Background: an optimization exercise with open tools, aiming at small area. Do not read the settings as production practice. At most, simulation tests tie the RTL to the original design; equivalence was not proved. Function not checked in run 6: the RTL went through the layout flow alone. Power and IR drop assume default switching activity.

===== flow/config.mk =====
export PLATFORM = sky130hd
export DESIGN_NAME = register_bank
export DESIGN_NICKNAME = register_bank
export VERILOG_FILES = /design/flow/design.v
export SDC_FILE = /design/flow/constraint.sdc
export NUM_CORES = 4
export LEC_CHECK = 0
export CAP_MARGIN = 20
export CORE_MARGIN = 2
export CORE_UTILIZATION = 50
export PLACE_DENSITY = 0.6
export SLEW_MARGIN = 20
export SYNTH_HIERARCHICAL = 1

===== flow/constraint.sdc =====
create_clock -name core_clock -period 7.0 [get_ports {clk}]
set_input_delay 1.4000 -clock core_clock [delete_from_list [all_inputs] [get_ports {clk}]]
set_output_delay 1.4000 -clock core_clock [all_outputs]
set_load 0.01 [all_outputs]

===== flow/design.v =====
module read_aoi3
(
  input  [2:0] s,
  input  [2:0] d,
  output       y
);
  assign y = ~|(s & d);
endmodule
module read_nand11
(
  input  [10:0] n,
  output        y
);
  assign y = ~&n;
endmodule
module read_bit
(
  input  [31:1] s,
  input  [31:1] d,
  output        y
);
  wire [10:0] n;
  genvar g;
  generate
    for (g = 0; g < 10; g = g + 1) begin: grp
      read_aoi3 aoi (.s(s[3*g+3:3*g+1]), .d(d[3*g+3:3*g+1]), .y(n[g]));
    end
  endgenerate
  assign n[10] = ~(s[31] & d[31]);
  read_nand11 comb (.n(n), .y(y));
endmodule
module register_bank
(
  input clk,
  input rst,
  input [31:0] data_in,
  input [4:0] sel_in,
  input load_en,
  output [31:0] data_out_a,
  input [4:0] sel_out_a,
  output [31:0] data_out_b,
  input [4:0] sel_out_b
);
  reg  [31:1] valid;
  reg  [31:0] q [1:31];
  wire [31:1] we;
  genvar i, b;
  generate
    for (i = 1; i < 32; i = i + 1) begin: x
      assign we[i] = load_en && (sel_in == i);
      always @(posedge clk) begin
        if (we[i])
          q[i] <= data_in;
      end
    end
  endgenerate
  always @(posedge clk, posedge rst) begin
    if (rst)
      valid <= 31'd0;
    else
      valid <= valid | we;
  end
  wire [31:1] sa, sb;
  generate
    for (i = 1; i < 32; i = i + 1) begin: s
      assign sa[i] = valid[i] && (sel_out_a == i);
      assign sb[i] = valid[i] && (sel_out_b == i);
    end
  endgenerate
  generate
    for (b = 0; b < 32; b = b + 1) begin: rd
      wire [31:1] col;
      for (i = 1; i < 32; i = i + 1) begin: c
        assign col[i] = q[i][b];
      end
      read_bit bit_a (.s(sa), .d(col), .y(data_out_a[b]));
      read_bit bit_b (.s(sb), .d(col), .y(data_out_b[b]));
    end
  endgenerate
endmodule

===== flow/run.sh =====
#!/bin/bash
# synth_recipe.tcl (not shown) runs the flow's synth.tcl, then flattens the netlist and writes it again
# the make line also repeats each setting of config.mk as NAME=value (left out here)
make -C /OpenROAD-flow-scripts/flow DESIGN_CONFIG=/design/flow/config.mk WORK_HOME=/design/flow/orfs CLKGATE_MAP_FILE= SYNTH_SCRIPT=/design/flow/synth_recipe.tcl finish

==> metrics.csv, run 1 <==
metric,value,unit
status,"complete, no violations",
mean post-synth cell area,18.4,um^2
CTS tree,yes,
max-cap viol count,0,
fmax,152,MHz
endpoint type of the worst setup path,output port,
Total GRT Usage,35.4,%
worst r2r src,valid[11],
hpwl dp,85400,um
Final setup viols,0,
GP Congestion,0.964,
Non-Filler Instances,3601,
Tcrit/Tclk final,93.9,%
largest net degree at the start of global routing,33,
Gate power share,6.2,%
synthesis-to-finish area growth,17.3,%
Avg WL per Cell,41.1,um
dpl cells,3408,
hold_ws,486,ps
"Hold Vio Cnt, Final",0,
Worst path top cell family by delay,simple AND/OR/NAND/NOR gates,
PwrDens,286,nW/um^2
worst-skew pair later-pin latency,660,ps
grt ovf,0,
DRC viols,0,
H-tree depth,3,
Port Buffer Count,113,
VDD IR max,0.000197,V
antenna violations before repair,4,
CTS resizes,0,
clock group share of total power,42.2,%
slowest CP cell,and3_2,
Worst Path Buf+Inv,2,
setup bufs post-CTS,0,
switching share of total power,21.8,%
Post-Syn Area,39900,um^2
Worst Path Arrival,5170,ps
share of the yosys chip area belonging to registers,76.7,%
HP Class,reg -> reg,
DRT Wirelength,148000,um
worst rel slew slack,17.5,%
Die ar.,82000,um^2
Leak,0.0148,uW
Die Width,286,um
crit-path max cell delay,1040,ps
TritonCTS Sinks,1023,
row count,103,
reg2reg path depth,1,
post-route ant nets,0,
Detailed Routing Iterations Pass 1,13,
WS Path Type,in -> out,
minimum clock period,6570,ps
Tightest Pin Transition,1240,ps
WP data required,5600,ps
Synth top area share,74.7,%
Via density,8.11,
Worst Setup EP,data_out_a[19],
Most Frequent Cell on Critical Path,clkdlybuf4s50_1,
CP Depth,7,
Root Buffer,clkbuf_16,
layout cell share with drive strength beyond 1,14.4,%
Final Max Tran Viols,0,
CP Max Fanout,32,
R2R Path End,valid[11],
crit path from,sel_out_a[1],
setup TNS,0,ps
startpoint class of the critical path,primary input,
top post-synthesis cells by area,"edfxtp_1, a222oi_1, nand4_1, dfrtp_1, or3_1",
Yosys warnings,8,
R2R Setup Slk,6240,ps
#FFs+latches synth,1023,
Clock Skew,0,ps
fin nets,2514,
crit path cell chain,clkdlybuf4s50_1 > nor3b_1 > and3_2 > a222oi_1 > nand4_1 > or3_1 > clkdlybuf4s50_1,
Max Root-Sink Buffers,3,
"CTS clk-pin slew, worst paths",60,ps
RSZ-0062 raised after global routing,no,
Num CTS Buffers,103,
dpl ws,651,ps
post-synthesis cell type count,27,
hold_buf cts,0,
Post-Syn Nets,2219,
die height,286,um
vias,29200,
vias in the first global route,28300,
Starting DRT DRC Count,7118,
Tot Pwr,13400,uW
first-pass GRT wire length,205000,um
worst setup margin,429,ps
Synth area leader,edfxtp_1,
Post-Synthesis Cells,2169,
IO Count,114,
core area,79000,um^2
share of total power in sequential cells,51.6,%
P_int,10500,uW
switching power total,2920,uW
Initial Util,50.5,%
==> registers in the layout, indices dropped and copies added (netlist names) <==
signal  count
q         992
valid      31
==> modules after synthesis, one instance, submodules excluded <==
module	flip-flops and latches	copies in the design	area (um^2)
read_nand11	0	64	23.8
register_bank	1023	1	31700
read_aoi3	0	640	10.0
read_bit	0	64	3.75
==> cell families (layout without fill, tap and decap cells) <==
| kind of cell | count (synthesis) | count (layout) | synth area share (%) |
|---|---|---|---|
| simple gates | 456 | 456 | 6.44 |
| other cells | 0 | 4 | 0 |
| compound gates | 671 | 671 | 16.7 |
| flops | 1023 | 1023 | 76.7 |
| buf+inv | 19 | 397 | 0.207 |
==> through the flow <==
| step | utilization, % | cell area, um^2 |
|---|---|---|
| 4_1_cts | 59.3 | 46800 |
| 3_3_place_gp | 54.9 | 43400 |
| 3_5_place_dp | 54.9 | 43400 |
| 6_report | 59.2 | 46800 |
| 5_1_grt | 59.2 | 46700 |
| 2_1_floorplan | - | 39900 |
==> power groups by stage <==
stage               combinational [uW]  clock (uW)  sequential (uW)
CTS                                819        5680             6900
global route                       853        5910             6900
detailed placement                 817           0             7020
global placement                   806           0             7020
floorplan                          307           0             7000
finish                             831        5650             6900
==> synth_stat cells <==
cell type    n
dfrtp_1     31
nor2b_1      6
nor2_1      34
nor3_1       2
nand4b_1     3
or4b_1       1
nand2_1     65
and3b_1      5
or2_2        1
buf_2        3
or3_1       64
nor3b_1      9
nand2b_1     2
o21bai_1    28
nand4bb_1    3
inv_1        1
o21bai_2     3
nand4_1    129
clkbuf_1    14
and2_0       1
and3_1      60
edfxtp_1   992
a222oi_1   640
buf_6        1
and2_1       2
nand3_1     68
nor4_1       1
==> metal layers <==
layer	part of all wire, %	up-vias	GRT usage, %
li1	-	11300	-
met1	34	14600	47.0
met2	45	2849	54.2
met3	15	465	8.55
met4	6.2	2	19.6
met5	0.0081	-	0
==> final cells by class <==
cell class,count,area (um^2)
tap,1050,1310
inverter,1,3.75
fill,5830,32200
sequential,1023,30600
antenna,4,10.0
multi-input combinational,1127,9540
timing repair buffer,208,1860
clock buffer,130,2830
clock inverter,58,634
==> worst min-delay path by stage <==
stage | startpoint | endpoint | cells after the start
after global routing | valid[18] | valid[18] | 1
after floorplan | valid[12] | valid[12] | 1
after CTS | valid[8] | valid[8] | 1
final | valid[8] | valid[8] | 1
after global placement | valid[2] | valid[2] | 1
after detailed placement | valid[8] | valid[8] | 1
==> layout by cell type (no fill, tap or decap), types with 58 or more instances in the layout <==
cell	Yosys	layout
edfxtp_1	992	992
a222oi_1	640	640
nand4_1	129	129
clkbuf_16	0	108
clkdlybuf4s50_1	0	90
buf_4	0	85
nand3_1	68	68
nand2_1	65	65
or3_1	64	64
and3_2	0	58
==> inputs of run 2 (changes only) <==
--- a/flow/design.v
+++ b/flow/design.v
@@ -1,3 +1,13 @@
+module hold_bit
+(
+  input  e,
+  input  h,
+  input  d,
+  input  q,
+  output y
+);
+  assign y = (e & d) | (h & q);
+endmodule
 module read_aoi3
 (
   input  [2:0] s,
@@ -43,15 +53,19 @@
 );
   reg  [31:1] valid;
   reg  [31:0] q [1:31];
+  wire [31:0] nxt [1:31];
   wire [31:1] we;
+  wire [31:1] hold;
   genvar i, b;
   generate
     for (i = 1; i < 32; i = i + 1) begin: x
       assign we[i] = load_en && (sel_in == i);
-      always @(posedge clk) begin
-        if (we[i])
-          q[i] <= data_in;
+      assign hold[i] = ~we[i];
+      for (b = 0; b < 32; b = b + 1) begin: h
+        hold_bit hb (.e(we[i]), .h(hold[i]), .d(data_in[b]), .q(q[i][b]), .y(nxt[i][b]));
       end
+      always @(posedge clk)
+        q[i] <= nxt[i];
     end
   endgenerate
   always @(posedge clk, posedge rst) begin
==> flow/flow/run.sh (new file) <==
#!/bin/bash
# Standard ORFS layout with two changes:
#  - port buffers use the smallest buffer, sky130_fd_sc_hd__buf_1;
#  - clock tree synthesis without dummy loads, with small clkbuf_4 clusters.
set -euo pipefail
cd "$(dirname "$0")/.."
bash standard.sh finish \
  "BUFFER_PORTS_ARGS=-buffer_cell sky130_fd_sc_hd__buf_1" \
  "CTS_ARGS=-sink_clustering_enable -repair_clock_nets -dont_use_dummy_load -sink_clustering_size 8 -sink_clustering_max_diameter 30 -buf_list sky130_fd_sc_hd__clkbuf_4" \
  > standard.log 2>&1
==> flow/standard.sh (new file) <==
#!/bin/bash
# synth_recipe.tcl (not shown) runs the flow's synth.tcl, then flattens the netlist and writes it again
# the make line also repeats each setting of config.mk as NAME=value (left out here)
make -C /OpenROAD-flow-scripts/flow DESIGN_CONFIG=/design/flow/config.mk WORK_HOME=/design/flow/orfs CLKGATE_MAP_FILE= SYNTH_SCRIPT=/design/flow/synth_recipe.tcl "${@:-finish}"
==> flow/config.mk (replaced) <==
export PLATFORM = sky130hd
export DESIGN_NAME = register_bank
export DESIGN_NICKNAME = register_bank
export VERILOG_FILES = /design/flow/design.v
export SDC_FILE = /design/flow/constraint.sdc
export NUM_CORES = 4
export LEC_CHECK = 0
export CAP_MARGIN = 0
export CORE_MARGIN = 2
export CORE_UTILIZATION = 55
export PLACE_DENSITY = 0.65
export SLEW_MARGIN = 0
export SYNTH_HIERARCHICAL = 1
removed: flow/run.sh
==> metrics.csv, run 2 <==
metric,value,unit
GP Congestion,0.986,
CP Max Fanout,32,
worst-skew pair later-pin latency,1050,ps
Die ar.,72900,um^2
Initial Util,55.5,%
setup TNS,0,ps
PwrDens,302,nW/um^2
Final Max Tran Viols,66,
Synth top area share,51.1,%
Root Buffer,clkbuf_4,
fmax,168,MHz
DRC viols,0,
met3 Track Usage GR,20.1,%
endpoint type of the worst setup path,output port,
Avg WL per Cell,41.5,um
H-tree depth,4,
#FFs+latches synth,1023,
Non-Filler Instances,4544,
RSZ-0062 raised after global routing,no,
synth cell count leaders,"a22o_1, dfxtp_1, a222oi_1",
startpoint class of the critical path,primary input,
post-route ant nets,0,
vias,40700,
VDD IR max,0.000167,V
Leak,0.0174,uW
Yosys warnings,9,
WP data required,5600,ps
Num CTS Buffers,187,
Detailed Routing Iterations Pass 1,15,
Tightest Pin Transition,1550,ps
M1 GR Usage,59.0,%
share of the yosys chip area belonging to registers,53.1,%
largest registers,"q (992), valid (31)",
CTS tree,yes,
Final setup viols,0,
fill cell count,5761,
antenna violations before repair,21,
status,finished with violations,
first-pass GRT wire length,265000,um
core area,70000,um^2
Worst Path Arrival,4550,ps
DRT Wirelength,189000,um
largest net degree at the start of global routing,33,
"EDFF count, synth",0,
Largest Register,q,
dpl ws,1450,ps
most used routing layer,met2,
Max Root-Sink Buffers,3,
most frequent cells in the layout,"a22o_1, dfxtp_1, a222oi_1",
max-cap viol count,2,
hold_buf cts,0,
Tcrit/Tclk final,85.0,%
ys flop type,dfxtp_1,
Starting DRT DRC Count,11300,
hpwl dp,98900,um
Die Width,270,um
vias in the first global route,39200,
fin nets,3639,
Post-Synthesis Cells,3210,
post-synthesis cell type count,34,
share of async-settable or async-resettable flops after synthesis,3.03,%
grt ovf,0,
Post-Syn Nets,3260,
WS Path Type,in -> out,
Total GRT Usage,49.0,%
met2 Use GR,68.8,%
CTS resizes,0,
TritonCTS Sinks,1023,
worst setup margin,1050,ps
Post-Syn Area,38900,um^2
HP Class,reg -> reg,
mean post-synth cell area,12.1,um^2
IO Count,114,
synthesis-to-finish area growth,10.3,%
top post-synthesis cells by area,"dfxtp_1, a22o_1, a222oi_1, nand4_1, dfrtp_1",
setup bufs post-CTS,0,
minimum clock period,5950,ps
layout cell share with drive strength beyond 1,10.3,%
die height,270,um
Port Buffer Count,113,
Clock Skew,0,ps
"Hold Vio Cnt, Final",0,
worst rel slew slack,-3.65,%
Via density,8.95,
Largest register FFs,992,
layout violations,"max-capacitance violations, max-slew violations",
row count,97,
dpl cells,4340,
"CTS clk-pin slew, worst paths",40,ps
Synth area leader,dfxtp_1,
## run 2: cell type report
| class | count | area, um^2 | share of cell area (%) |
|---|---|---|---|
| diodes | 17 | 42.5 | 0.0991 |
| flip-flops and latches | 1023 | 20600 | 48.1 |
| clock buffers | 187 | 1400 | 3.27 |
| multi-input cells | 2162 | 18500 | 43.0 |
| repair buffers | 214 | 1200 | 2.79 |
| well taps | 940 | 1180 | 2.74 |
| inverters | 1 | 3.75 | 0.00875 |
## run 2: through the flow
step | area, um^2 | hold WS (ps) | power (uW) | utilization, %
final | 42900 | 472 | 13000 | 61.3
after global routing | 42900 | 485 | 13400 | 61.2
after CTS | 42900 | 456 | 12800 | 61.2
after detailed placement | 41500 | 453 | 9670 | 59.2
after global placement | 41500 | 459 | 9520 | 59.2
after floorplan | 38900 | 433 | 8890 | -
## run 2: critical path: stages
cell	delay, ps
buf_1	230
nor3b_1	710
and3_2	1290
a222oi_1	220
nand4_1	210
or3_1	260
buf_1	190
## run 2: path summary, 6_finish.rpt
| kind | start | endpoint | slack [ps] | cells after the start |
|---|---|---|---|---|
| min in group asynchronous | rst | valid[16] | 530 | 3 |
| setup / recovery | sel_out_b[0] | data_out_b[0] | 1050 | 7 |
| setup reg to reg | valid[2] | valid[2] | 6300 | 1 |
| hold / removal | valid[31] | valid[31] | 470 | 1 |
| hold reg to reg | valid[31] | valid[31] | 470 | 1 |
| max in group asynchronous | rst | valid[31] | 6060 | 3 |
## run 2: logic make-up (layout without fill, tap and decap cells)
logic type | count (synthesis) | after routing | synth area share (%)
buffers and inverters | 25 | 402 | 0.322
AOI/OAI and AO/OA | 1663 | 1663 | 39.4
and+or+nand+nor | 499 | 499 | 7.21
DFF | 1023 | 1023 | 53.1
other | 0 | 17 | 0
## run 2: Yosys stat by module, one instance, submodules excluded
module         copies in the design  area [um^2]  flops+latches
read_bit                         64         3.75              0
read_aoi3                       640         10.0              0
hold_bit                        992         8.76              0
read_nand11                      64         23.8              0
register_bank                     1        22000           1023
## run 2: per-layer routing
metal | share of wire (%) | routed length [um]
met5 | 0.029 | 54
met4 | 9.2 | 17400
met3 | 17 | 32600
met2 | 40 | 75600
met1 | 33 | 63000
## run 2: power breakdown
group	switching, uW	total [uW]	leakage [uW]	internal, uW
Clock	2040	3250	0.000860	1210
Combinational	839	1750	0.00793	908
Sequential	974	7970	0.00861	6990
==> inputs of run 3 (changes only) <==
--- a/flow/config.mk
+++ b/flow/config.mk
@@ -5,9 +5,9 @@
 export SDC_FILE = /design/flow/constraint.sdc
 export NUM_CORES = 4
 export LEC_CHECK = 0
-export CAP_MARGIN = 0
+export CAP_MARGIN = 10
 export CORE_MARGIN = 2
 export CORE_UTILIZATION = 55
 export PLACE_DENSITY = 0.65
-export SLEW_MARGIN = 0
+export SLEW_MARGIN = 10
 export SYNTH_HIERARCHICAL = 1
==> metrics.csv, run 3 <==
metric,value,unit
Total GRT Usage,49.0,%
WP data required,5600,ps
Post-Synthesis Cells,3210,
row count,97,
Post-Syn Nets,3260,
Non-Filler Instances,4548,
"CTS clk-pin slew, worst paths",40,ps
Die ar.,72900,um^2
antenna violations before repair,21,
dpl cells,4340,
grt ovf,0,
Worst Path Arrival,4610,ps
Port Buffer Count,113,
GP Congestion,0.986,
"Hold Vio Cnt, Final",0,
share of the yosys chip area belonging to registers,53.1,%
most frequent cells in the layout,"a22o_1, dfxtp_1, a222oi_1",
dpl ws,1450,ps
Largest register FFs,992,
HP Class,reg -> reg,
DRC viols,0,
Root Buffer,clkbuf_4,
endpoint type of the worst setup path,output port,
CTS resizes,0,
Yosys warnings,9,
worst-skew pair later-pin latency,1070,ps
Avg WL per Cell,41.5,um
PwrDens,302,nW/um^2
status,finished with violations,
CP Max Fanout,32,
area of the multi-input gates,18500,um^2
Tot Pwr,13000,uW
startpoint class of the critical path,primary input,
worst setup margin,995,ps
largest net degree at the start of global routing,33,
Detailed Routing Iterations Pass 1,14,
share of async-settable or async-resettable flops after synthesis,3.03,%
Worst path top cell family by delay,simple AND/OR/NAND/NOR gates,
Post-Syn Area,38900,um^2
fmax,167,MHz
Num CTS Buffers,187,
largest registers,"q (992), valid (31)",
"EDFF count, synth",0,
TritonCTS Sinks,1023,
fill cell count,5754,
Largest Register,q,
vias in the first global route,39200,
setup bufs post-CTS,0,
top post-synthesis cells by area,"dfxtp_1, a22o_1, a222oi_1, nand4_1, dfrtp_1",
slowest CP cell,and3_2,
post-route ant nets,0,
Leak,0.0174,uW
Starting DRT DRC Count,11300,
max-cap viol count,1,
vias,40600,
area occupied by registers,20600,um^2
IO Count,114,
#FFs+latches synth,1023,
layout cell share with drive strength beyond 1,10.4,%
CTS tree,yes,
layout violations,"max-capacitance violations, max-slew violations",
Tcrit/Tclk final,85.8,%
Die Width,270,um
H-tree depth,4,
Tightest Pin Transition,1540,ps
RSZ-0062 raised after global routing,no,
Initial Util,55.5,%
Synth area leader,dfxtp_1,
Clock Skew,0,ps
Final setup viols,0,
synth cell count leaders,"a22o_1, dfxtp_1, a222oi_1",
WS Path Type,in -> out,
ys flop type,dfxtp_1,
Final Max Tran Viols,33,
final core utilization,61.4,%
post-synthesis cell type count,34,
synthesis-to-finish area growth,10.5,%
hold_buf cts,0,
Max Root-Sink Buffers,3,
fin nets,3642,
crit-path max cell delay,1300,ps
VDD IR max,0.000167,V
Synth top area share,51.1,%
Worst Path Buf+Inv,2,
die height,270,um
setup TNS,0,ps
hpwl dp,98900,um
DRT Wirelength,189000,um
Via density,8.92,
minimum clock period,6010,ps
mean post-synth cell area,12.1,um^2
crit path cell chain,buf_1 > nor3b_1 > and3_2 > a222oi_1 > nand4_1 > or3_1 > buf_1,
core area,70000,um^2
worst rel slew slack,-2.86,%
first-pass GRT wire length,265000,um
Most Frequent Cell on Critical Path,buf_1,
-- run 3: worst paths after layout --
check / from / to / cells after the start / slack [ps]
worst max-delay path: sel_out_b[0] / data_out_b[22] / 7 / 990
worst min-delay path: valid[31] / valid[31] / 1 / 470
worst max register to register: valid[23] / valid[23] / 1 / 6300
worst min register to register: valid[31] / valid[31] / 1 / 470
max in group asynchronous: rst / valid[31] / 3 / 6070
min in group asynchronous: rst / valid[16] / 3 / 510
-- run 3: cells by family after synthesis --
logic type	count (synthesis)	synth area share [%]
AO/OA/AOI/OAI	1663	39.4
flip-flops	1023	53.1
buffers and inverters	25	0.322
AND/OR/NAND/NOR	499	7.21
-- run 3: per-module statistics from Yosys (local to each module, per instance) --
module,cells inside,copies in the design,flip-flops and latches
read_aoi3,1,640,0
read_nand11,4,64,0
read_bit,1,64,0
register_bank,1258,1,1023
hold_bit,1,992,0
-- run 3: where the power goes --
part | internal [uW] | switching [uW] | leakage [uW]
sequential | 6990 | 974 | 0.00861
clock | 1210 | 2040 | 0.000860
combinational | 909 | 837 | 0.00797
-- run 3: per-stage QoR --
| step | cell area (um^2) | hold WS (ps) |
|---|---|---|
| 5_1_grt | 43000 | 485 |
| 6_report | 43000 | 468 |
| 3_3_place_gp | 41500 | 459 |
| 3_5_place_dp | 41500 | 453 |
| 2_1_floorplan | 38900 | 433 |
| 4_1_cts | 42900 | 456 |
-- run 3: area by class of cell --
class,count,share of cell area (%)
Sequential cell,1023,48.0
Antenna cell,18,0.105
Timing Repair Buffer,217,2.96
Inverter,1,0.00873
Multi-Input combinational cell,2162,42.9
Clock buffer,187,3.27
Tap cell,940,2.74
-- run 3: layer usage --
layer  part of all wire [%]  track usage [%]  vias to the layer above
li1                       -                -                    15600
met2                     40             68.8                     4486
met3                     17             20.1                     1221
met4                    9.2             38.5                        8
met5                  0.029             1.45                        -
met1                     34             59.0                    19300
==> inputs of run 4 (changes only) <==
--- a/flow/config.mk
+++ b/flow/config.mk
@@ -5,9 +5,9 @@
 export SDC_FILE = /design/flow/constraint.sdc
 export NUM_CORES = 4
 export LEC_CHECK = 0
-export CAP_MARGIN = 10
+export CAP_MARGIN = 20
 export CORE_MARGIN = 2
 export CORE_UTILIZATION = 55
 export PLACE_DENSITY = 0.65
-export SLEW_MARGIN = 10
+export SLEW_MARGIN = 20
 export SYNTH_HIERARCHICAL = 1
==> metrics.csv, run 4 <==
metric,value,unit
startpoint class of the critical path,primary input,
post-route ant nets,0,
Max Root-Sink Buffers,3,
Largest Register,q,
PwrDens,301,nW/um^2
endpoint type of the worst setup path,output port,
Detailed Routing Iterations Pass 1,14,
Num CTS Buffers,187,
Hold Crit Start,valid[24],
row count,97,
hold_buf cts,0,
Final setup viols,0,
XOR/XNOR share of the synthesized area,0,%
Synth top area share,51.1,%
Post-Syn Area,38900,um^2
fmax,172,MHz
Root Buffer,clkbuf_4,
mux share of post-synthesis cell area,0,%
simple-gate area share of the yosys netlist,7.21,%
Clock Skew,0,ps
setup TNS,0,ps
#FFs+latches synth,1023,
largest registers,"q (992), valid (31)",
most frequent cells in the layout,"a22o_1, dfxtp_1, a222oi_1",
Leak,0.0175,uW
RSZ-0062 raised after global routing,no,
TritonCTS Sinks,1023,
Port Buffer Count,113,
R2R Path End,valid[23],
CTS resizes,0,
worst rel slew slack,7.56,%
status,"complete, no violations",
CTS tree,yes,
largest family of logic cells by synthesized area,compound AO/OA/AOI/OAI gates,
worst r2r src,valid[23],
top post-synthesis cells by area,"dfxtp_1, a22o_1, a222oi_1, nand4_1, dfrtp_1",
grt ovf,0,
crit path cell chain,buf_1 > nor2b_1 > and3_2 > a222oi_1 > nand3_1 > or3_1 > buf_1,
synth cell count leaders,"a22o_1, dfxtp_1, a222oi_1",
compound-gate portion of the synthesized area,39.4,%
reg2reg path depth,1,
core area,70000,um^2
mean post-synth cell area,12.1,um^2
setup bufs post-CTS,0,
synthesis-to-finish area growth,11.1,%
Initial Util,55.5,%
post-synthesis cell type count,34,
GP Congestion,0.986,
die height,270,um
worst-skew pair later-pin latency,1030,ps
Post-Syn Nets,3260,
Yosys warnings,9,
antenna violations before repair,21,
crit-path max cell delay,1140,ps
hpwl dp,100000,um
Avg WL per Cell,41.7,um
R2R Setup Slk,6280,ps
VDD IR max,0.000192,V
"CTS clk-pin slew, worst paths",50,ps
Final Max Tran Viols,0,
fill cell count,5724,
largest net degree at the start of global routing,33,
vias in the first global route,39500,
"EDFF count, synth",0,
"Hold Vio Cnt, Final",0,
Starting DRT DRC Count,11300,
fin nets,3650,
HP Class,reg -> reg,
first-pass GRT wire length,266000,um
minimum clock period,5810,ps
Worst Path Arrival,4410,ps
Tot Pwr,13000,uW
Hold Path End,valid[24],
share of the yosys chip area belonging to registers,53.1,%
Post-Synth Adder-Cell Area,0,%
H-tree depth,4,
Largest register FFs,992,
Total GRT Usage,49.3,%
CP Max Fanout,32,
Most Frequent Cell on Critical Path,buf_1,
Tcrit/Tclk final,82.9,%
slowest CP cell,and3_2,
WP data required,5600,ps
layout cell share with drive strength beyond 1,10.6,%
Post-Synthesis Cells,3210,
share of async-settable or async-resettable flops after synthesis,3.03,%
Die ar.,72900,um^2
vias,40800,
IO Count,114,
DRT Wirelength,190000,um
ys flop type,dfxtp_1,
WS Path Type,in -> out,
Die Width,270,um
Tightest Pin Transition,1390,ps
max-cap viol count,0,
hold depth,1,
Via density,8.97,
DRC viols,0,
Synth area leader,dfxtp_1,
[run 4: changes by cell type in the layout (fill, tap and decap cells not counted), sizes merged]
cell  change
buf       +8
[run 4: layer usage]
layer  routed length [um]  part of all wire (%)  track usage (%)  vias up
li1                     -                     -                -    15600
met1                63400                    33             59.3    19400
met2                76100                    40             69.4     4556
met5                   69                 0.036            0.789        -
met4                17500                   9.2             38.7       10
met3                32900                    17             20.3     1258
[run 4: per-stage QoR]
stage	instance area (um^2)	std cells	hold slack [ps]	utilization [%]	setup slack, ps
after floorplan	38900	3210	433	-	1100
after global routing	43200	4546	494	61.7	1170
after detailed placement	41700	4348	455	59.5	1470
after global placement	41500	4340	459	59.2	1500
after CTS	43100	4535	465	61.5	1460
final	43200	4556	479	61.7	1190
[run 4: cells by family after synthesis]
family | after synthesis
AND/OR/NAND/NOR | 499
flip-flops | 1023
buffers and inverters | 25
AO/OA/AOI/OAI | 1663
[run 4: worst max-delay path by stage]
stage / startpoint / to / slack [ps] / depth (start not counted)
after floorplan: sel_out_a[1] / data_out_a[0] / 1100 / 5
after global placement: sel_out_b[0] / data_out_b[17] / 1500 / 7
after detailed placement: sel_out_b[0] / data_out_b[22] / 1470 / 7
after CTS: sel_out_b[0] / data_out_b[22] / 1460 / 7
after global routing: sel_out_a[1] / data_out_a[23] / 1170 / 8
final: sel_out_a[3] / data_out_a[22] / 1190 / 7
[run 4: modules after synthesis, one instance, submodules excluded]
module | flip-flops and latches | area [um^2] | copies in the design | cells inside
read_nand11 | 0 | 23.8 | 64 | 4
hold_bit | 0 | 8.76 | 992 | 1
register_bank | 1023 | 22000 | 1 | 1258
read_aoi3 | 0 | 10.0 | 640 | 1
read_bit | 0 | 3.75 | 64 | 1
[run 4: final cells by class]
| class | count | area [um^2] | share of cell area [%] |
|---|---|---|---|
| flip-flops and latches | 1023 | 20600 | 47.8 |
| multi-input cells | 2162 | 18500 | 42.8 |
| repair buffers | 225 | 1470 | 3.40 |
| clock buffers | 187 | 1400 | 3.25 |
| well taps | 940 | 1180 | 2.72 |
| diodes | 18 | 45.0 | 0.104 |
| inverters | 1 | 3.75 | 0.00869 |
[run 4: where the power goes]
group / switching, uW / internal (uW) / total (uW)
logic: 843 / 911 / 1750
registers: 976 / 6990 / 7970
clock network: 2070 / 1210 / 3280
[run 4: critical path: cells and delay by family]
family | cells | cell delay [ps]
AND/OR/NAND/NOR | 4 | 2340
buffers and inverters | 2 | 390
AO/OA/AOI/OAI | 1 | 240
==> inputs of run 5 (changes only) <==
==> flow/flow/run.sh (replaced) <==
#!/bin/bash
# Standard ORFS layout with two changes:
#  - port buffers use the smallest buffer, sky130_fd_sc_hd__buf_1;
#  - clock tree synthesis without dummy loads, with small clkbuf_4 clusters.
set -euo pipefail
cd "$(dirname "$0")/.."
bash standard.sh finish \
  "BUFFER_PORTS_ARGS=-buffer_cell sky130_fd_sc_hd__buf_1" \
  "CTS_ARGS=-sink_clustering_enable -repair_clock_nets -dont_use_dummy_load -sink_clustering_size 9 -sink_clustering_max_diameter 35 -buf_list sky130_fd_sc_hd__clkbuf_4" \
  > standard.log 2>&1
--- a/flow/config.mk
+++ b/flow/config.mk
@@ -7,7 +7,7 @@
 export LEC_CHECK = 0
 export CAP_MARGIN = 20
 export CORE_MARGIN = 2
-export CORE_UTILIZATION = 55
-export PLACE_DENSITY = 0.65
+export CORE_UTILIZATION = 60
+export PLACE_DENSITY = 0.7
 export SLEW_MARGIN = 20
 export SYNTH_HIERARCHICAL = 1
==> metrics.csv, run 5 <==
metric,value,unit
fin nets,3647,
Post-Syn Nets,3260,
Initial Util,60.6,%
mean post-synth cell area,12.1,um^2
VDD IR max,0.000174,V
Root Buffer,clkbuf_4,
dpl cells,4283,
top post-synthesis cells by area,"dfxtp_1, a22o_1, a222oi_1, nand4_1, dfrtp_1",
Via density,9.18,
met3 Track Usage GR,24.8,%
Worst Path Arrival,4790,ps
most frequent cells in the layout,"a22o_1, dfxtp_1, a222oi_1",
crit path cell chain,buf_1 > nor3b_1 > and3_1 > buf_4 > a222oi_1 > nand4_1 > or3_1 > buf_1,
mux share of post-synthesis cell area,0,%
post-route ant nets,0,
minimum clock period,6190,ps
Tcrit/Tclk final,88.4,%
Largest register FFs,992,
Yosys warnings,9,
Die Width,259,um
fill cell count,4967,
synth cell count leaders,"a22o_1, dfxtp_1, a222oi_1",
largest registers,"q (992), valid (31)",
GP Congestion,1.03,
HP Class,reg -> reg,
Post-Synth Adder-Cell Area,0,%
endpoint type of the worst setup path,output port,
ys flop type,dfxtp_1,
Synth top area share,51.1,%
first-pass GRT wire length,261000,um
Port Buffer Count,113,
Leak,0.0175,uW
Total GRT Usage,52.8,%
setup bufs post-CTS,0,
Avg WL per Cell,41.6,um
"EDFF count, synth",0,
CTS tree,yes,
core area,64200,um^2
most used routing layer,met2,
die height,259,um
XOR/XNOR share of the synthesized area,0,%
startpoint class of the critical path,primary input,
max-cap viol count,0,
vias in the first global route,39600,
PwrDens,297,nW/um^2
CTS resizes,0,
area of the multi-input gates,18400,um^2
Final Max Tran Viols,0,
DRT Wirelength,186000,um
CP Max Fanout,32,
status,"complete, no violations",
#FFs+latches synth,1023,
Synth area leader,dfxtp_1,
Post-Synthesis Cells,3210,
Max Root-Sink Buffers,3,
M1 GR Usage,61.3,%
Tightest Pin Transition,1370,ps
hold_buf cts,0,
R2R Setup Slk,6290,ps
worst rel slew slack,8.47,%
Non-Filler Instances,4465,
Most Frequent Cell on Critical Path,buf_1,
grt ovf,0,
met2 Use GR,74.1,%
compound-gate portion of the synthesized area,39.4,%
post-synthesis cell type count,34,
Num CTS Buffers,159,
layout cell share with drive strength beyond 1,10.1,%
share of the yosys chip area belonging to registers,53.1,%
Starting DRT DRC Count,12600,
row count,93,
IO Count,114,
vias,41000,
Largest Register,q,
Detailed Routing Iterations Pass 1,22,
simple-gate area share of the yosys netlist,7.21,%
WS Path Type,in -> out,
share of async-settable or async-resettable flops after synthesis,3.03,%
"CTS clk-pin slew, worst paths",50,ps
slowest CP cell,nand4_1,
worst-skew pair later-pin latency,1060,ps
Post-Syn Area,38900,um^2
crit-path max cell delay,830,ps
DRC viols,0,
fmax,162,MHz
setup TNS,0,ps
synthesis-to-finish area growth,10.8,%
"Hold Vio Cnt, Final",0,
largest net degree at the start of global routing,33,
TritonCTS Sinks,1023,
largest family of logic cells by synthesized area,compound AO/OA/AOI/OAI gates,
area occupied by registers,20600,um^2
Final setup viols,0,
WP data required,5600,ps
Die ar.,66900,um^2
hpwl dp,99300,um
antenna violations before repair,15,
Clock Skew,0,ps
H-tree depth,4,
RSZ-0062 raised after global routing,no,
-- run 5: cell counts after synthesis --
Identical to the previous run, type by type.
-- run 5: power by group --
part | internal (uW) | total [uW] | switching (uW)
Combinational | 915 | 1760 | 850
Sequential | 6990 | 7950 | 962
Clock | 1040 | 3070 | 2030
Total | 8940 | 12800 | 3840
-- run 5: stage by stage --
step                area (um^2)  power (uW)  worst slack (ps)  hold slack, ps  utilization, %
finish                    43100       12800               810             467            67.1
global route              43100       13100               914             483            67.0
detailed placement        41600        9660              1420             453            64.8
floorplan                 38900        8890              1100             433               -
CTS                       42800       12600              1410             466            66.7
global placement          41500        9490              1450             443            64.6
-- run 5: worst max-delay path: cells and delay by family --
family | cells | cell delay [ps]
AO/OA/AOI/OAI | 1 | 440
AND/OR/NAND/NOR | 4 | 1930
buffers and inverters | 3 | 970
-- run 5: per-module statistics from Yosys, one instance, submodules excluded --
module	times used	area (um^2)	flip-flops and latches	cells
read_nand11	64	23.8	0	4
read_aoi3	640	10.0	0	1
read_bit	64	3.75	0	1
hold_bit	992	8.76	0	1
register_bank	1	22000	1023	1258
-- run 5: logic make-up (layout without fill, tap and decap cells) --
logic type      Yosys count  in the layout
buf+inv                  25            410
compound gates         1663           1663
other cells               0             15
simple gates            499            499
flops                  1023           1023
-- run 5: metal layers --
layer | share of wire (%) | vias to the layer above | routed length [um]
li1 | - | 15600 | -
met1 | 32 | 19300 | 59100
met5 | 0.039 | - | 72
met3 | 18 | 1375 | 33500
met2 | 40 | 4652 | 74800
met4 | 9.8 | 12 | 18200
-- run 5: path summary, 6_finish.rpt --
check,startpoint,to,cells after the start
worst max-delay path,sel_out_a[1],data_out_a[11],8
worst min-delay path,valid[1],valid[1],1
worst max register to register,valid[24],valid[24],1
worst min register to register,valid[1],valid[1],1
max in group asynchronous,rst,valid[1],3
min in group asynchronous,rst,valid[28],3
-- run 5: layout make-up --
type	count	share of cell area, %
inverters	1	0.00871
repair buffers	250	3.97
flip-flops and latches	1023	47.9
clock buffers	159	2.77
multi-input cells	2162	42.8
diodes	15	0.0871
well taps	855	2.48
==> inputs of run 6 (changes only) <==
==> flow/design.v (replaced) <==
module register # (
  parameter SIZE = 32
)
(
  input clk,
  input rst,
  input load_en,
  input [SIZE-1:0] d,
  output reg [SIZE-1:0] q
);
  always @(posedge clk, posedge rst) begin
    if (rst) begin
      q <= 0;
    end else begin
      if (load_en)
        q <= d;
    end
  end
endmodule
module register_bank
(
  input clk,
  input rst,
  input [31:0] data_in,
  input [4:0] sel_in,
  input load_en,
  output reg [31:0] data_out_a,
  input [4:0] sel_out_a,
  output reg [31:0] data_out_b,
  input [4:0] sel_out_b
);
  genvar i;
  generate
    for (i = 1; i < 32; i = i+1) begin: x
        wire [31:0] q;
        register #(.SIZE(32)) reg_instance (
            .clk(clk),
            .rst(rst),
            .load_en(load_en && (sel_in == i)),
            .d(data_in),
            .q(q)
        );
    end
  endgenerate
  always @(*) begin
    case (sel_out_a)
        5'd00: data_out_a = 32'd0;
        5'd01: data_out_a = x[01].q;
        5'd02: data_out_a = x[02].q;
        5'd03: data_out_a = x[03].q;
        5'd04: data_out_a = x[04].q;
        5'd05: data_out_a = x[05].q;
        5'd06: data_out_a = x[06].q;
        5'd07: data_out_a = x[07].q;
        5'd08: data_out_a = x[08].q;
        5'd09: data_out_a = x[09].q;
        5'd10: data_out_a = x[10].q;
        5'd11: data_out_a = x[11].q;
        5'd12: data_out_a = x[12].q;
        5'd13: data_out_a = x[13].q;
        5'd14: data_out_a = x[14].q;
        5'd15: data_out_a = x[15].q;
        5'd16: data_out_a = x[16].q;
        5'd17: data_out_a = x[17].q;
        5'd18: data_out_a = x[18].q;
        5'd19: data_out_a = x[19].q;
        5'd20: data_out_a = x[20].q;
        5'd21: data_out_a = x[21].q;
        5'd22: data_out_a = x[22].q;
        5'd23: data_out_a = x[23].q;
        5'd24: data_out_a = x[24].q;
        5'd25: data_out_a = x[25].q;
        5'd26: data_out_a = x[26].q;
        5'd27: data_out_a = x[27].q;
        5'd28: data_out_a = x[28].q;
        5'd29: data_out_a = x[29].q;
        5'd30: data_out_a = x[30].q;
        5'd31: data_out_a = x[31].q;
    endcase
  end
  always @(*) begin
    case (sel_out_b)
        5'd00: data_out_b = 32'd0;
        5'd01: data_out_b = x[01].q;
        5'd02: data_out_b = x[02].q;
        5'd03: data_out_b = x[03].q;
        5'd04: data_out_b = x[04].q;
        5'd05: data_out_b = x[05].q;
        5'd06: data_out_b = x[06].q;
        5'd07: data_out_b = x[07].q;
        5'd08: data_out_b = x[08].q;
        5'd09: data_out_b = x[09].q;
        5'd10: data_out_b = x[10].q;
        5'd11: data_out_b = x[11].q;
        5'd12: data_out_b = x[12].q;
        5'd13: data_out_b = x[13].q;
        5'd14: data_out_b = x[14].q;
        5'd15: data_out_b = x[15].q;
        5'd16: data_out_b = x[16].q;
        5'd17: data_out_b = x[17].q;
        5'd18: data_out_b = x[18].q;
        5'd19: data_out_b = x[19].q;
        5'd20: data_out_b = x[20].q;
        5'd21: data_out_b = x[21].q;
        5'd22: data_out_b = x[22].q;
        5'd23: data_out_b = x[23].q;
        5'd24: data_out_b = x[24].q;
        5'd25: data_out_b = x[25].q;
        5'd26: data_out_b = x[26].q;
        5'd27: data_out_b = x[27].q;
        5'd28: data_out_b = x[28].q;
        5'd29: data_out_b = x[29].q;
        5'd30: data_out_b = x[30].q;
        5'd31: data_out_b = x[31].q;
    endcase
  end
endmodule
==> flow/run.sh (new file) <==
#!/bin/bash
# synth_recipe.tcl (not shown) runs the flow's synth.tcl, then flattens the netlist and writes it again
# the make line also repeats each setting of config.mk as NAME=value (left out here)
make -C /OpenROAD-flow-scripts/flow DESIGN_CONFIG=/design/flow/config.mk WORK_HOME=/design/flow/orfs CLKGATE_MAP_FILE= SYNTH_SCRIPT=/design/flow/synth_recipe.tcl finish
--- a/flow/config.mk
+++ b/flow/config.mk
@@ -7,7 +7,6 @@
 export LEC_CHECK = 0
 export CAP_MARGIN = 20
 export CORE_MARGIN = 2
-export CORE_UTILIZATION = 60
-export PLACE_DENSITY = 0.7
+export CORE_UTILIZATION = 50
+export PLACE_DENSITY = 0.6
 export SLEW_MARGIN = 20
-export SYNTH_HIERARCHICAL = 1
removed: flow/flow/run.sh
removed: flow/standard.sh
==> metrics.csv, run 6 <==
metric,value,unit
status,"complete, no violations",
hold_ws,525,ps
Die Width,322,um
Post-Syn Area,50400,um^2
Tightest Pin Transition,1300,ps
layout cell share with drive strength beyond 1,35.0,%
grt ovf,0,
Final Max Tran Viols,0,
top post-synthesis cells by area,"dfrtp_1, mux2_2, a22oi_1, and3_1, clkbuf_1",
max-cap viol count,0,
synthesis-to-finish area growth,14.7,%
Tcrit/Tclk final,96.7,%
worst-skew pair later-pin latency,720,ps
"Hold Vio Cnt, Final",0,
die height,322,um
first-pass GRT wire length,330000,um
setup bufs post-CTS,0,
ys flop type,dfrtp_1,
Largest register FFs,992,
WS Path Type,in -> out,
WP data required,5600,ps
largest family of logic cells by synthesized area,multiplexers,
Avg WL per Cell,42.6,um
Synth area leader,dfrtp_1,
hpwl dp,140000,um
compound-gate portion of the synthesized area,13.5,%
Post-Synth Adder-Cell Area,0,%
CTS resizes,0,
"most common cell after layout, fill and taps aside",dfrtp_1,
Clock Skew,0,ps
Via density,7.86,
Die ar.,103000,um^2
largest net degree at the start of global routing,163,
share of the yosys chip area belonging to registers,49.2,%
Largest Register,x.reg_instance.q,
setup TNS,0,ps
vias in the first global route,41500,
"CTS clk-pin slew, worst paths",60,ps
crit-path max cell delay,920,ps
Worst Path Arrival,5370,ps
design area,57800,um^2
Leak,0.0267,uW
Final setup viols,0,
PwrDens,288,nW/um^2
core area,100000,um^2
CP Max Fanout,20,
vias,44000,
largest registers,x.reg_instance.q (992),
Port Buffer Count,113,
Initial Util,50.4,%
crit path cell chain,clkdlybuf4s50_1 > nand3b_1 > buf_4 > nor2_4 > buf_4 > a22oi_1 > nand3_1 > or4_1 > clkdlybuf4s50_1,
fin nets,4250,
synth cell count leaders,"dfrtp_1, mux2_2, a22oi_1",
Root Buffer,clkbuf_16,
Post-DP Area,53900,um^2
endpoint type of the worst setup path,output port,
RSZ-0062 raised after global routing,no,
HP Class,reg -> reg,
Total GRT Usage,45.6,%
mux share of post-synthesis cell area,22.6,%
DRT Wirelength,238000,um
simple-gate area share of the yosys netlist,10.9,%
DRC viols,0,
hold_buf cts,0,
Yosys warnings,2,
minimum clock period,6770,ps
CTS tree,yes,
Num CTS Buffers,109,
slowest CP cell,nor2_4,
VDD IR max,0.000273,V
worst rel slew slack,13.2,%
worst setup margin,231,ps
fill cell count,8236,
TritonCTS Sinks,992,
IO Count,114,
#FFs+latches synth,992,
Max Root-Sink Buffers,3,
Starting DRT DRC Count,8632,
Post-Syn Nets,4269,
Synth top area share,49.2,%
Post-Synthesis Cells,4219,
fmax,148,MHz
mean post-synth cell area,12.0,um^2
most frequent cells in the layout,"dfrtp_1, mux2_2, a22oi_1",
XOR/XNOR share of the synthesized area,0,%
antenna violations before repair,21,
most numerous cell in the Yosys netlist,dfrtp_1,
share of async-settable or async-resettable flops after synthesis,100,%
dpl ws,537,ps
H-tree depth,3,
GP Congestion,0.992,
Detailed Routing Iterations Pass 1,9,
startpoint class of the critical path,primary input,
row count,116,
post-route ant nets,0,
post-synthesis cell type count,58,
"EDFF count, synth",0,
==> run 6: final cells by class <==
class	count	area, um^2	area share (%)
Sequential cell	992	24800	42.9
Multi-Input combinational cell	2765	24200	41.9
Inverter	3	15.0	0.0260
Tap cell	1298	1620	2.81
Antenna cell	11	27.5	0.0476
Clock inverter	39	663	1.15
Clock buffer	159	3220	5.57
Timing Repair Buffer	329	3240	5.60
==> run 6: kinds of logic after synthesis <==
kind of cell,after synthesis
DFF,992
and+or+nand+nor,929
buffers and inverters,462
muxes,1009
AOI/OAI and AO/OA,827
==> run 6: path summary, 6_finish.rpt <==
check	startpoint	end	slack, ps	depth (start not counted)
max	sel_out_b[0]	data_out_b[10]	230	9
min	x[7].reg_instance.q[19]	x[7].reg_instance.q[19]	530	1
max reg2reg	x[30].reg_instance.q[10]	x[30].reg_instance.q[10]	6090	1
min reg2reg	x[7].reg_instance.q[19]	x[7].reg_instance.q[19]	530	1
max in group asynchronous	rst	x[16].reg_instance.q[15]	4250	3
min in group asynchronous	rst	x[3].reg_instance.q[31]	1300	2
==> run 6: stage by stage <==
step           util [%]  total power (uW)  std cells
2_1_floorplan         -              9120       4219
3_3_place_gp       53.9             10200       5383
3_5_place_dp       53.9             10300       5384
4_1_cts            57.8             16500       5582
5_1_grt            57.8             17100       5587
6_report           57.8             16700       5596
==> run 6: critical path: cells and delay by family <==
family                 cells  cell delay [ps]
AOI/OAI and AO/OA          1              110
and+or+nand+nor            4             1620
buffers and inverters      4             2190
==> run 6: layer usage <==
| layer | GRT usage, % | wire length [um] | vias to the layer above |
|---|---|---|---|
| met1 | 60.8 | 88400 | 22200 |
| li1 | - | - | 16300 |
| met3 | 17.7 | 36300 | 1162 |
| met5 | 0 | 64 | - |
| met2 | 62.2 | 95500 | 4243 |
| met4 | 27.6 | 18200 | 10 |
==> run 6: power breakdown <==
group,switching (uW),internal [uW]
registers,1120,6860
logic,1130,1240
clock network,2500,3800
total,4750,11900

[separate check: timing with driven ports]
The results above use ideal ports. As a check the final layouts listed here were re-extracted and re-timed, cells and wires unchanged.
Step 1 assumes that a clkbuf_16 drives the clock port and a buf_2 every other input.
Step 2, shift: input delay + t, output delay - t, t = (earliest + latest rising clock arrival at the registers) / 2. This alone moves slack from input paths to output paths.
Three values: no drivers, after step 1, after step 2; two values: the first two.
run | t, ns | setup slack, ns | pins driven straight from the clock port
run 1 | 0.728 | 0.429 / 0.405 / 0.405 | 1
run 2 | 1.075 | 1.047 / 1.017 / 1.017 | 1
run 3 | 1.088 | 0.995 / 0.966 / 0.966 | 1
run 4 | 1.103 | 1.194 / 1.173 / 1.173 | 1
run 5 | 1.091 | 0.810 / 0.780 / 0.780 | 1
run 6 | 0.782 | 0.231 / 0.207 / 0.207 | 1
